Source: an optimization exercise on an open RTL-to-GDS flow (aim: small area, a short achievable clock period and few clock cycles). Production flows keep margins and buffers that such runs may drop. At most, simulation tests tie the RTL to the original design; equivalence was not proved. The clock input has no modelled driver; a real chip could not lean on it and would need a root buffer or a full tree. No activity file was given, so power comes from the tool's default toggle rates.

==> flow/design.v <==
module SME(
  input clk,
  input reset,
  input [7:0] chardata,
  input isstring,
  input ispattern,
  output valid,
  output match,
  output [4:0] match_index
  );
  reg         s_prev, p_prev;  
  reg [255:0] str;             
  reg [4:0]   lm1;             
  reg [4:0]   base1;           
  reg [31:0]  m;
  reg         valid_r, match_r;
  reg [4:0]   idx_r;
  wire [31:0] m_n;
  genvar q;
  generate
    for (q = 0; q < 32; q = q + 1) begin : g_slot
      wire in_str = (q <= lm1);
      wire go = (q == 31) ? (~p_prev & in_str) : (p_prev ? m[(q+1)%32] : in_str);
      match9 cmp(.s(str[8*q +: 8]), .c(chardata), .en(go), .y(m_n[q]));
    end
  endgenerate
  reg [4:0] top;
  integer i;
  always @(*) begin
    top = 5'd0;
    for (i = 0; i < 32; i = i + 1)
      if (m[i]) top = i;
  end
  wire any = |m;
  wire [4:0] nt = ~top;
  wire [4:0] g = base1 & nt;
  wire [4:0] p = base1 ^ nt;
  wire [4:0] c;
  assign c[0] = 1'b0;
  assign c[1] = g[0];
  assign c[2] = g[1] | (p[1] & g[0]);
  assign c[3] = g[2] | (p[2] & g[1]) | (p[2] & p[1] & g[0]);
  assign c[4] = g[3] | (p[3] & g[2]) | (p[3] & p[2] & g[1]) | (p[3] & p[2] & p[1] & g[0]);
  wire [4:0] idx_n = p ^ c;
  always @(posedge clk) begin
    if (reset) begin
      s_prev <= 1'b0;
      p_prev <= 1'b0;
      valid_r <= 1'b0;
    end else begin
      s_prev <= isstring;
      p_prev <= ispattern;
      valid_r <= p_prev & ~ispattern;
    end
    if (isstring) begin
      str <= {str[247:0], chardata};
      lm1 <= s_prev ? lm1 + 5'd1 : 5'd0;
    end
    if (ispattern)
      base1 <= p_prev ? base1 - 5'd1 : lm1 + 5'd1;
    m <= m_n;
    match_r <= any;
    idx_r <= any ? idx_n : 5'd0;
  end
  assign valid = valid_r;
  assign match = match_r;
  assign match_index = idx_r;
endmodule
module match9(input [7:0] s, input [7:0] c, input en, output y);
  assign y = (s == c) & en;
endmodule
Settings: LEC_CHECK=0, CAP_MARGIN=20, CORE_MARGIN=2, CORE_UTILIZATION=40, SLEW_MARGIN=20, SYNTH_HIERARCHICAL=1, SYNTH_MINIMUM_KEEP_SIZE=0; clock period 8.0 ns.
standard.sh (not shown) runs the stock make flow with config.mk's settings and CLKGATE_MAP_FILE= SYNTH_SCRIPT=/design/flow/synth_recipe.tcl, a recipe that flattens the netlist after the stock synthesis.
==> flow/flow/run.sh <==
#!/bin/bash
set -euo pipefail
export PRE_CTS_TCL="$PWD/flow/cts_pre.tcl"
bash standard.sh SETUP_SLACK_MARGIN=5.6 finish > standard_flow.log 2>&1
Other scripts of this flow, unchanged in this note and not shown: flow/flow/cts_pre.tcl, flow/flow/two_level_cts.tcl
The starting point finished with timing, DRC and antenna clean.
Testbench counts at the start, summed over its fixed seeds: cycles 4,687.
Next try:
--- a/flow/design.v
+++ b/flow/design.v
@@ -11,7 +11,7 @@
   reg         s_prev, p_prev;  
   reg [255:0] str;             
   reg [4:0]   lm1;             
-  reg [4:0]   base1;           
+  reg [4:0]   base;            
   reg [31:0]  m;
   reg         valid_r, match_r;
   reg [4:0]   idx_r;
@@ -32,16 +32,6 @@
       if (m[i]) top = i;
   end
   wire any = |m;
-  wire [4:0] nt = ~top;
-  wire [4:0] g = base1 & nt;
-  wire [4:0] p = base1 ^ nt;
-  wire [4:0] c;
-  assign c[0] = 1'b0;
-  assign c[1] = g[0];
-  assign c[2] = g[1] | (p[1] & g[0]);
-  assign c[3] = g[2] | (p[2] & g[1]) | (p[2] & p[1] & g[0]);
-  assign c[4] = g[3] | (p[3] & g[2]) | (p[3] & p[2] & g[1]) | (p[3] & p[2] & p[1] & g[0]);
-  wire [4:0] idx_n = p ^ c;
   always @(posedge clk) begin
     if (reset) begin
       s_prev <= 1'b0;
@@ -57,10 +47,10 @@
       lm1 <= s_prev ? lm1 + 5'd1 : 5'd0;
     end
     if (ispattern)
-      base1 <= p_prev ? base1 - 5'd1 : lm1 + 5'd1;
+      base <= p_prev ? base - 5'd1 : lm1;
     m <= m_n;
     match_r <= any;
-    idx_r <= any ? idx_n : 5'd0;
+    idx_r <= any ? base - top : 5'd0;
   end
   assign valid = valid_r;
   assign match = match_r;
The changed run finished with timing, DRC and antenna clean.
Power hardly moves.
Sequential cell count stays the same.
Area after synthesis is about the same.
Sequential share of layout area hardly moves.
Wire length went up by 0.97%.
Clock power is about the same.
Utilization is about the same.
Hold slack loses 0.0059 ns.
Via count went up by 0.86%.
Final cell count is unchanged.
No functional check of the RTL was part of the second run of this note. In every run of this note, the design's own scripts or RTL, not TritonCTS, make the clock network.

north:
SME, a different RTL version from the one above (not shown whole).
Size: about 950 cells after synthesis, about 320 flip-flops, roughly 14000 um^2 of cells after synthesis.
==> module SME, before the edit <==
module SME(
  input clk,
  input reset,
  input [7:0] chardata,
  input isstring,
  input ispattern,
  output valid,
  output match,
  output [4:0] match_index
  );
  reg [7:0]   b_r;       
  reg         s_r, p_r;  
  reg         s_prev, p_prev;
  reg [255:0] str;       
  reg [4:0]   lm1;       
  reg [4:0]   base;      
  reg [31:0]  m;
  reg         valid_r, match_r;
  reg [4:0]   idx_r;
  wire [31:0] in_str;
  wire [31:0] m_n;
  genvar q;
  generate
    for (q = 0; q < 32; q = q + 1) begin : g_slot
      assign in_str[q] = (q <= lm1);
      wire eq = (str[8*q +: 8] == b_r);
      if (q == 31)
        assign m_n[q] = eq & (~p_prev & in_str[q]);
      else
        assign m_n[q] = eq & (p_prev ? m[q+1] : in_str[q]);
    end
  endgenerate
  reg [4:0] top;
  integer i;
  always @(*) begin
    top = 5'd0;
    for (i = 0; i < 32; i = i + 1)
      if (m_n[i]) top = i;
  end
  wire any = |m_n;
  always @(posedge clk) begin
    b_r <= chardata;
    if (reset) begin
      s_r <= 1'b0;
      p_r <= 1'b0;
      s_prev <= 1'b0;
      p_prev <= 1'b0;
      valid_r <= 1'b0;
    end else begin
      s_r <= isstring;
      p_r <= ispattern;
      s_prev <= s_r;
      p_prev <= p_r;
      valid_r <= p_r & ~ispattern;
    end
    if (s_r) begin
      str <= {str[247:0], b_r};
      lm1 <= s_prev ? lm1 + 5'd1 : 5'd0;
      base <= s_prev ? lm1 + 5'd1 : 5'd0;
    end else if (p_r)
      base <= base - 5'd1;
    else
      base <= lm1;
    m <= m_n;
    match_r <= any;
    idx_r <= any ? base - top : 5'd0;
  end
  assign valid = valid_r;
  assign match = match_r;
  assign match_index = idx_r;
endmodule
clock: 8.0 ns
lec_check: 0
cap_margin: 20
core_margin: 2
core_utilization: 40
setup_slack_margin: 5
slew_margin: 20
run.sh (not shown) runs the stock make flow with config.mk's settings and CLKGATE_MAP_FILE= SYNTH_SCRIPT=/design/flow/synth_recipe.tcl, a recipe that flattens the netlist after the stock synthesis.
Stock flow here: none of the scripts above is used.
Testbench counts of north, summed over its fixed seeds: cycles 4,687.
Input-level comparison between south and north:
==> flow/design.v <==
module SME(
  input clk,
  input reset,
  input [7:0] chardata,
  input isstring,
  input ispattern,
  output valid,
  output match,
  output [4:0] match_index
  );
  reg         s_prev, p_prev;  
  reg [255:0] str;             
  reg [4:0]   lm1;             
  reg [4:0]   base;            
  reg [31:0]  m;
  reg         valid_r, match_r;
  reg [4:0]   idx_r;
  wire [31:0] m_n;
  genvar q;
  generate
    for (q = 0; q < 32; q = q + 1) begin : g_slot
      wire in_str = (q <= lm1);
      wire eq = (str[8*q +: 8] == chardata);
      if (q == 31)
        assign m_n[q] = eq & ~p_prev & in_str;
      else
        assign m_n[q] = eq & (p_prev ? m[q+1] : in_str);
    end
  endgenerate
  reg [4:0] top;
  integer i;
  always @(*) begin
    top = 5'd0;
    for (i = 0; i < 32; i = i + 1)
      if (m[i]) top = i;
  end
  wire any = |m;
  always @(posedge clk) begin
    if (reset) begin
      s_prev <= 1'b0;
      p_prev <= 1'b0;
      valid_r <= 1'b0;
    end else begin
      s_prev <= isstring;
      p_prev <= ispattern;
      valid_r <= p_prev & ~ispattern;
    end
    if (isstring) begin
      str <= {str[247:0], chardata};
      lm1 <= s_prev ? lm1 + 5'd1 : 5'd0;
    end
    if (ispattern)
      base <= p_prev ? base - 5'd1 : lm1;
    m <= m_n;
    match_r <= any;
    idx_r <= any ? base - top : 5'd0;
  end
  assign valid = valid_r;
  assign match = match_r;
  assign match_index = idx_r;
endmodule
Results
- Summary of south over north: sequential share of layout area went up by 3.7 points, critical path depth now sits lower, via count of the first global-routing pass lower, post-placement cell area lower, global-route usage closely matched the old numbers.
- In the reports for north and south, the smaller non-clock buffer count belongs to south.
- As of south, combinational power had fallen by more than 10% compared to north.
- The met3 capacity usage during global routing on south is in line with that on north.
- Comparing north and south, count of cells along the worst register-to-register path is higher on north.
- south against north: power decreased 0.48%, first-pass GRT wire length went down.
- Worst setup path category = flop to flop: north; worst setup path category = flop to output pin: south
- The sequential cell power of north and that of south are within noise of each other.
- On final wirelength, south does better than north.
Testbench counts of south, summed over its fixed seeds: cycles 4,687.

port drivers added, routing unchanged:
How much do the figures lean on ideal ports? The routed layouts below were timed once more, with nothing changed but the port constraints. Step 1 (the two cells are an assumption about what drives the block):
set clk [get_ports {clk}]
set_driving_cell -lib_cell sky130_fd_sc_hd__clkbuf_16 $clk
set_driving_cell -lib_cell sky130_fd_sc_hd__buf_2 [delete_from_list [all_inputs] $clk]
Step 2 also shifts input and output timing later by t, the mid clock arrival at the registers, as if the neighbouring blocks saw the same clock. Slacks: ideal / step 1 / step 2; pairs: ideal / step 1.
| run | t (ns) | slack for setup (ns) | worst register clock-pin slew, ns | worst data-port slew with drivers (ns) |
|---|---|---|---|---|
| the first run of note 1 | 0.391 | 5.661 / 5.576 / 5.232 | 0.08 / 0.08 | 0.14 |
| the second run of note 1 | 0.392 | 5.598 / 5.563 / 5.227 | 0.08 / 0.08 | 0.14 |
| north | 0.550 | 4.392 / 4.392 / 4.392 | 0.06 / 0.06 | 0.03 |
| south | 0.550 | 5.061 / 5.012 / 4.609 | 0.06 / 0.06 | 0.05 |
After both steps every run listed still meets setup and hold. For south, which loses most, drivers alone change the setup slack by -0.049 ns; drivers and shift together by -0.452 ns.
